This design comes from an exercise in tuning for small area on the open sky130 flow, not from production work.
At most, simulation tests tie the RTL to the original design; equivalence was not proved.
The clock input has no modelled driver; a real chip could not lean on it and would need a root buffer or a full tree.
Power is estimated from default activity; no workload was simulated.

v6:
==> module led_controller, before the edit <==
module led_controller # (
    parameter T0H = 30,
    parameter T1H = 60,
    parameter T0L = 90,
    parameter T1L = 60,
    parameter TRST = 8000,
    parameter ADDR_WIDTH = 32,
    parameter PIXEL_WIDTH = 24,
    parameter PIXEL_OFFSET = 4
)(
        input wire clk,
        input wire aresetn,
        input wire [ADDR_WIDTH - 1:0] dout,
        output wire [ADDR_WIDTH - 1:0] addr,
        output wire en,
        output wire led_data,
        output wire [3:0] web,
        output wire rst
    );
    localparam Advance = 3'd0;
    localparam RequestPixelCount = 3'd1;
    localparam WaitForPixelCount = 3'd2;
    localparam SetPixelCount = 3'd3;
    localparam IsValidToContinue = 3'd4;
    localparam WaitForPixelValue = 3'd5;
    localparam GetPixelValue = 3'd6;
    localparam Sending = 3'd7;
    localparam [6:0] TSTART = 7'd3;                  
    localparam [6:0] TBIT = 7'd128 - (T0H + T0L + 2);  
    localparam [12:0] LSTART = 13'd8191 - TRST;      
    reg [2:0] cst;
    reg [31:0] pixelCount;
    reg [31:0] pixelIndex;
    reg [23:0] pixel;
    reg latch;       
    reg last;        
    reg tx;
    reg [4:0] tb;
    reg [6:0] tt;
    assign addr = {pixelIndex[29:0], 2'b00};
    assign web = 4'b0000;
    assign rst = 1'b0;
    wire tpre = !latch && tt < TBIT;                
    wire twait = !latch && tt == TSTART + 7'd1;
    wire tgo = !latch && tt == TSTART + 7'd2;
    wire tbitend = !latch && tt == 7'd127;
    wire hold = twait && cst != Sending;
    wire eq = pixelIndex == pixelCount;
    wire pcheck = !latch && tb == 5'd8 && tt == TBIT + 7'd2;
    wire check = cst == IsValidToContinue || pcheck;
    wire [12:0] tnext = {tx, tb, tt} + 13'd1;
    wire tpend = tb == 5'd31 && tt == 7'd127 && (tx || !latch);
    always @(posedge clk) begin
        if (!aresetn) begin
            latch <= 1'b0;
            tb <= 5'd8;
            tt <= TSTART;
        end else if (hold) begin
        end else if (tgo && last) begin
            latch <= 1'b1;
            {tx, tb, tt} <= LSTART;
        end else begin
            if (tpend)
                latch <= 1'b0;
            tx <= tnext[12];
            tb <= tnext[11:7] | (tpend ? 5'd8 : 5'd0);
            tt <= tnext[6:0] | (tpend ? TSTART : tbitend ? TBIT : 7'd0);
        end
    end
    always @(posedge clk) begin
        if (tpre)
            pixel <= dout[23:0];
    end
    assign led_data = !latch && tt > TBIT
        && tt <= (pixel[~tb] ? TBIT + T1H + 7'd1 : TBIT + T0H + 7'd1);
    always @(posedge clk) begin
        if (!aresetn)
            cst <= Advance;
        else case (cst)
            IsValidToContinue: cst <= eq ? RequestPixelCount : WaitForPixelValue;
            Sending: if (latch && last) cst <= Advance;
            default: cst <= cst + 3'd1;
        endcase
    end
    always @(posedge clk) begin
        if (!aresetn)
            last <= 1'b0;
        else if (pcheck && eq)
            last <= 1'b1;
        else if (cst == Advance)
            last <= 1'b0;
    end
    assign en = cst == WaitForPixelCount || cst == WaitForPixelValue
        || (!latch && tb == 5'd8 && tt == TBIT + 7'd3 && !last);
    always @(posedge clk) begin
        if (cst == RequestPixelCount)
            pixelIndex <= 32'd0;
        else if (check && !eq)
            pixelIndex <= pixelIndex + 32'd1;
    end
    always @(posedge clk) begin
        if (cst == SetPixelCount)
            pixelCount <= dout;
    end
endmodule
Settings: LEC_CHECK=0, CAP_MARGIN=20, CORE_MARGIN=2, CORE_UTILIZATION=40, SLEW_MARGIN=20; clock period 10.0 ns.
standard.sh (not shown) runs the stock make flow with config.mk's settings and CLKGATE_MAP_FILE= SYNTH_SCRIPT=/design/flow/synth_recipe.tcl, a recipe that flattens the netlist after the stock synthesis.
==> flow/flow/run.sh <==
#!/bin/bash
# Layout flow: the standard ORFS flow (standard.sh) with these changes:
# * synthesis maps the logic with an area-recovering ABC script (flow/area.abc)
#   instead of ORFS's delay script; everything else in synthesis, including
#   the registers, is the standard synthesis (synth_recipe.tcl), except
#   that adders are left to ABC rather than premapped to half-adder cells;
# * the input and output ports are buffered with the smallest buffer;
# * the constant outputs share one tie cell;
# * after ORFS's clock tree synthesis, flow/clocktree.tcl rebuilds the clock
#   tree as one level of four buffers fed by the clock port, each driving the
#   flip-flops of one quarter of the layout; routing and the rest then run as
#   usual (with their timing repair).
# make's output goes to flow_make.log, the clock tree step's to clocktree.log;
# each ORFS step's own log is under orfs/logs/.
set -euo pipefail
W=$PWD
sed 's#^\( *\)log_cmd abc {\*}\$abc_args#\1set abc_args [lreplace $abc_args 1 1 '"$W"'/flow/area.abc]\n\1log_cmd abc {*}$abc_args#' \
    "$FLOW_HOME/scripts/synth.tcl" > my_synth.tcl
grep -q "flow/area.abc" my_synth.tcl
sed "s#source \$::env(SCRIPTS_DIR)/synth.tcl#source $W/my_synth.tcl#" synth_recipe.tcl > my_synth_recipe.tcl
grep -q "my_synth.tcl" my_synth_recipe.tcl
sed "s#SYNTH_SCRIPT=[^ ]*#SYNTH_SCRIPT=$W/my_synth_recipe.tcl#" standard.sh > my_standard.sh
grep -q "my_synth_recipe.tcl" my_standard.sh
export BUFFER_PORTS_ARGS="-buffer_cell sky130_fd_sc_hd__buf_1"
export SKIP_REPAIR_TIE_FANOUT=1
export ADDER_MAP_FILE=
export CTS_ARGS="-sink_clustering_enable -repair_clock_nets -dont_use_dummy_load -buf_list sky130_fd_sc_hd__clkbuf_8"
bash my_standard.sh synth floorplan place cts > flow_make.log 2>&1
R=orfs/results/$FLOW_PLATFORM/led_controller/base
LIB_FILE=$FLOW_HOME/platforms/$FLOW_PLATFORM/lib/sky130_fd_sc_hd__tt_025C_1v80.lib \
PLATFORM_DIR=$FLOW_HOME/platforms/$FLOW_PLATFORM \
IN_ODB=$R/4_cts.odb IN_SDC=$R/4_cts.sdc OUT_ODB=$R/4_cts.odb \
NLEAF=4 LEAF_BUF=sky130_fd_sc_hd__buf_12 CLK_PORT=clk \
    openroad -no_init -exit flow/clocktree.tcl > clocktree.log 2>&1
bash my_standard.sh finish >> flow_make.log 2>&1
Other scripts of this flow, unchanged in this note and not shown: flow/flow/area.abc, flow/flow/clocktree.tcl
Here is what was changed in the inputs of v7 compared with v6.
diff --git a/flow/design.v b/flow/design.v
--- a/flow/design.v
+++ b/flow/design.v
@@ -47,18 +47,17 @@
     wire tbitend = !latch && tt == 7'd127;
     wire hold = twait && cst != Sending;
     wire eq = pixelIndex == pixelCount;
     wire pcheck = !latch && tb == 5'd8 && tt == TBIT + 7'd2;
     wire check = cst == IsValidToContinue || pcheck;
-    wire [12:0] tnext = {tx, tb, tt} + 13'd1;
+    wire [12:0] tnext = {tx, tb, tt} + {12'd0, !hold};
     wire tpend = tb == 5'd31 && tt == 7'd127 && (tx || !latch);
     always @(posedge clk) begin
         if (!aresetn) begin
             latch <= 1'b0;
             tb <= 5'd8;
             tt <= TSTART;
-        end else if (hold) begin
         end else if (tgo && last) begin
             latch <= 1'b1;
             {tx, tb, tt} <= LSTART;
         end else begin
             if (tpend)
Results
Going from v6 to v7, number of inverters outside the clock class in the layout lower, total buffers and inverters traversed by the critical path roughly the same, leakage power figure roughly the same. Going from v6 to v7, areal power density over the cells moved up, area of all placed cells without fillers level, post-layout worst setup margin moved up.
For v7, only the layout was checked, not whether the RTL still works. In every run of this note, the design's own scripts or RTL, not TritonCTS, make the clock network.

========
== job 4741 ==
The RTL this note starts from:
==> flow/design.v <==
`timescale 1ns / 1ps
module led_controller # (
    parameter T0H = 30,
    parameter T1H = 60,
    parameter T0L = 90,
    parameter T1L = 60,
    parameter TRST = 8000,
    parameter ADDR_WIDTH = 32,
    parameter PIXEL_WIDTH = 24,
    parameter PIXEL_OFFSET = 4
)(
        input wire clk,
        input wire aresetn,
        input wire [ADDR_WIDTH - 1:0] dout,
        output wire [ADDR_WIDTH - 1:0] addr,
        output wire en,
        output wire led_data,
        output wire [3:0] web,
        output wire rst
    );
    localparam Advance = 3'd0;
    localparam RequestPixelCount = 3'd1;
    localparam WaitForPixelCount = 3'd2;
    localparam SetPixelCount = 3'd3;
    localparam IsValidToContinue = 3'd4;
    localparam WaitForPixelValue = 3'd5;
    localparam GetPixelValue = 3'd6;
    localparam Sending = 3'd7;
    localparam [6:0] TSTART = 7'd3;                  
    localparam [6:0] TBIT = 7'd128 - (T0H + T0L + 2);  
    localparam [12:0] LSTART = 13'd8192 - TRST;      
    reg [2:0] cst;
    reg [31:0] pixelCount;
    reg [31:0] pixelIndex;
    reg [23:0] pixel;
    reg latch;       
    reg tx;          
    reg [4:0] tb;
    reg [6:0] tt;
    assign addr = {pixelIndex[29:0], 2'b00};
    assign web = 4'b0000;
    assign rst = 1'b0;
    wire tpre = !latch && tt < TBIT;                
    wire twait = !latch && tt == TSTART + 7'd1;
    wire tbitend = !latch && tt == 7'd127;
    wire hold = twait && cst != Sending;
    wire eq = pixelIndex == pixelCount;
    wire pcheck = !latch && tb == 5'd8 && tt == TBIT + 7'd2;
    wire tlatch = !latch && tb == 5'd8 && tt == TBIT && tx;
    wire check = cst == IsValidToContinue || pcheck;
    wire [12:0] tnext = {tx, tb, tt} + {12'd0, !hold};
    wire tpend = tb == 5'd31 && tt == 7'd127 && (tx || !latch);
    always @(posedge clk) begin
        if (!aresetn) begin
            latch <= 1'b0;
            tx <= 1'b0;
            tb <= 5'd8;
            tt <= TSTART;
        end else if (tlatch) begin
            latch <= 1'b1;
            {tx, tb, tt} <= LSTART;
        end else begin
            if (tpend)
                latch <= 1'b0;
            tx <= latch ? tnext[12] : tx || (pcheck && eq);
            tb <= tnext[11:7] | (tpend ? 5'd8 : 5'd0);
            tt <= tnext[6:0] | (tpend ? TSTART : tbitend ? TBIT : 7'd0);
        end
    end
    always @(posedge clk) begin
        if (tpre)
            pixel <= dout[23:0];
    end
    assign led_data = !latch && tt > TBIT
        && tt <= (pixel[~tb] ? TBIT + T1H + 7'd1 : TBIT + T0H + 7'd1);
    always @(posedge clk) begin
        if (!aresetn)
            cst <= Advance;
        else case (cst)
            IsValidToContinue: cst <= eq ? RequestPixelCount : WaitForPixelValue;
            Sending: if (tlatch) cst <= Advance;
            default: cst <= cst + 3'd1;
        endcase
    end
    assign en = cst == WaitForPixelCount || cst == WaitForPixelValue
        || (!latch && tb == 5'd8 && tt == TBIT + 7'd3 && !tx);
    always @(posedge clk) begin
        if (cst == RequestPixelCount)
            pixelIndex <= 32'd0;
        else
            pixelIndex <= pixelIndex + {31'd0, check && !eq};
    end
    always @(posedge clk) begin
        if (cst == SetPixelCount)
            pixelCount <= dout;
    end
endmodule
clock: 10.0 ns
lec_check: 0
cap_margin: 20
core_margin: 2
core_utilization: 40
slew_margin: 20
==> flow/flow/area.abc <==
&get -n
&st
&deepsyn -I 4 -J 100 -T 300
&dch -f
&nf -R 1000 -p -C 32 -F 10 -A 10
&put
topo
==> flow/flow/clocktree.tcl <==
read_liberty $::env(LIB_FILE)
read_db $::env(IN_ODB)
read_sdc $::env(IN_SDC)
set block [ord::get_db_block]
set nleaf $::env(NLEAF)
set bufname $::env(LEAF_BUF)
set clknet [$block findNet $::env(CLK_PORT)]
set sinks {}
set bufs {}
set nets {}
proc walk {net} {
  global sinks bufs nets
  foreach it [$net getITerms] {
    if {[$it isOutputSignal]} { continue }
    set inst [$it getInst]
    set m [[$inst getMaster] getName]
    if {[string match "*clkbuf*" $m] || [string match "*clkinv*" $m] || [string match "*_buf_*" $m]} {
      lappend bufs $inst
      foreach o [$inst getITerms] {
        if {[$o isOutputSignal] && [$o getNet] ne "NULL"} { set n [$o getNet]; lappend nets $n; walk $n }
      }
    } else {
      lappend sinks $it
    }
  }
}
walk $clknet
puts "clocktree: [llength $bufs] buffers, [llength $sinks] sinks"
foreach inst $bufs { odb::dbInst_destroy $inst }
foreach n $nets { odb::dbNet_destroy $n }
# sink positions
set pts {}
foreach it $sinks {
  set b [[$it getInst] getBBox]
  lappend pts [list [expr {([$b xMin]+[$b xMax])/2}] [expr {([$b yMin]+[$b yMax])/2}] $it]
}
proc split_groups {pts n axis} {
  if {$n <= 1} { return [list $pts] }
  set s [lsort -integer -index $axis $pts]
  set h [expr {[llength $s] * ($n/2) / $n}]
  set a [lrange $s 0 [expr {$h-1}]]
  set b [lrange $s $h end]
  set na [expr {$n/2}]
  return [concat [split_groups $a $na [expr {1-$axis}]] [split_groups $b [expr {$n-$na}] [expr {1-$axis}]]]
}
set groups [split_groups $pts $nleaf 0]
set master [[ord::get_db] findMaster $bufname]
set k 0
foreach g $groups {
  set sx 0; set sy 0
  foreach p $g { incr sx [lindex $p 0]; incr sy [lindex $p 1] }
  set cx [expr {$sx / [llength $g]}]; set cy [expr {$sy / [llength $g]}]
  set inst [odb::dbInst_create $block $master "clkbuf_leaf_${k}_clk"]
  $inst setLocation [expr {$cx - [$master getWidth]/2}] [expr {$cy - [$master getHeight]/2}]
  $inst setPlacementStatus PLACED
  set net [odb::dbNet_create $block "clknet_leaf_${k}_clk"]
  $net setSigType CLOCK
  [$inst findITerm A] connect $clknet
  [$inst findITerm X] connect $net
  foreach p $g { [lindex $p 2] connect $net }
  puts "clocktree: leaf $k drives [llength $g] sinks"
  incr k
}
detailed_placement
check_placement -verbose
write_db $::env(OUT_ODB)
Scripts as last shown in full above: flow/flow/run.sh
> inputs changed (job 4741 -> job 5267)
--- a/flow/design.v
+++ b/flow/design.v
@@ -26,45 +26,45 @@
     localparam WaitForPixelValue = 3'd5;
     localparam GetPixelValue = 3'd6;
     localparam Sending = 3'd7;
     localparam [6:0] TSTART = 7'd3;                  
     localparam [6:0] TBIT = 7'd128 - (T0H + T0L + 2);  
-    localparam [12:0] LSTART = 13'd8192 - TRST;      
+    localparam [12:0] LSTART = 13'd8191 - TRST;      
     reg [2:0] cst;
     reg [31:0] pixelCount;
     reg [31:0] pixelIndex;
     reg [23:0] pixel;
     reg latch;       
-    reg tx;          
+    reg last;        
+    reg tx;
     reg [4:0] tb;
     reg [6:0] tt;
     assign addr = {pixelIndex[29:0], 2'b00};
     assign web = 4'b0000;
     assign rst = 1'b0;
     wire tpre = !latch && tt < TBIT;                
     wire twait = !latch && tt == TSTART + 7'd1;
+    wire tgo = !latch && tt == TSTART + 7'd2;
     wire tbitend = !latch && tt == 7'd127;
     wire hold = twait && cst != Sending;
     wire eq = pixelIndex == pixelCount;
     wire pcheck = !latch && tb == 5'd8 && tt == TBIT + 7'd2;
-    wire tlatch = !latch && tb == 5'd8 && tt == TBIT && tx;
     wire check = cst == IsValidToContinue || pcheck;
     wire [12:0] tnext = {tx, tb, tt} + {12'd0, !hold};
     wire tpend = tb == 5'd31 && tt == 7'd127 && (tx || !latch);
     always @(posedge clk) begin
         if (!aresetn) begin
             latch <= 1'b0;
-            tx <= 1'b0;
             tb <= 5'd8;
             tt <= TSTART;
-        end else if (tlatch) begin
+        end else if (tgo && last) begin
             latch <= 1'b1;
             {tx, tb, tt} <= LSTART;
         end else begin
             if (tpend)
                 latch <= 1'b0;
-            tx <= latch ? tnext[12] : tx || (pcheck && eq);
+            tx <= tnext[12];
             tb <= tnext[11:7] | (tpend ? 5'd8 : 5'd0);
             tt <= tnext[6:0] | (tpend ? TSTART : tbitend ? TBIT : 7'd0);
         end
     end
     always @(posedge clk) begin
@@ -76,16 +76,24 @@
     always @(posedge clk) begin
         if (!aresetn)
             cst <= Advance;
         else case (cst)
             IsValidToContinue: cst <= eq ? RequestPixelCount : WaitForPixelValue;
-            Sending: if (tlatch) cst <= Advance;
+            Sending: if (latch && last) cst <= Advance;
             default: cst <= cst + 3'd1;
         endcase
     end
+    always @(posedge clk) begin
+        if (!aresetn)
+            last <= 1'b0;
+        else if (pcheck && eq)
+            last <= 1'b1;
+        else if (cst == Advance)
+            last <= 1'b0;
+    end
     assign en = cst == WaitForPixelCount || cst == WaitForPixelValue
-        || (!latch && tb == 5'd8 && tt == TBIT + 7'd3 && !tx);
+        || (!latch && tb == 5'd8 && tt == TBIT + 7'd3 && !last);
     always @(posedge clk) begin
         if (cst == RequestPixelCount)
             pixelIndex <= 32'd0;
         else
             pixelIndex <= pixelIndex + {31'd0, check && !eq};
## What came out
Cmp job 4741 and job 5267 / count of cells along the worst hold path / lower: job 4741. Going from job 4741 to job 5267, worst stage delay on the critical path went up by 0.23 ns, total vias in the final route has increased, cell area after synthesis up 0.59%, switching power decreased by about 38% relative to the old numbers.
The RTL of job 5267 was laid out without a check of its function. No run of this note takes its clock network from TritonCTS; it comes from the design's own scripts or RTL.

## re-timing with driven ports
How much do the figures lean on ideal ports? The routed layouts below were timed once more, with nothing changed but the port constraints. Step 1 assumes that a clkbuf_16 drives the clock port and a buf_2 every other input. Step 2, shift: input delay + t, output delay - t, t = (earliest + latest rising clock arrival at the registers) / 2. This alone moves slack from input paths to output paths. a / b / c = ideal / step 1 / step 2; a / b = the first two.
run	t (ns)	slack for setup (ns)	worst hold slack (ns)
v6	0.224	3.568 / 3.568 / 3.568	0.524 / 0.524 / 0.524
v7	0.221	3.599 / 3.598 / 3.598	0.534 / 0.534 / 0.534
job 4741	0.217	3.062 / 3.062 / 3.062	0.482 / 0.482 / 0.482
job 5267	0.218	3.346 / 3.346 / 3.346	0.530 / 0.530 / 0.530
After both steps every run listed still meets setup and hold. For v7, which loses most, drivers alone change the setup slack by -0.001 ns; drivers and shift together by -0.001 ns.
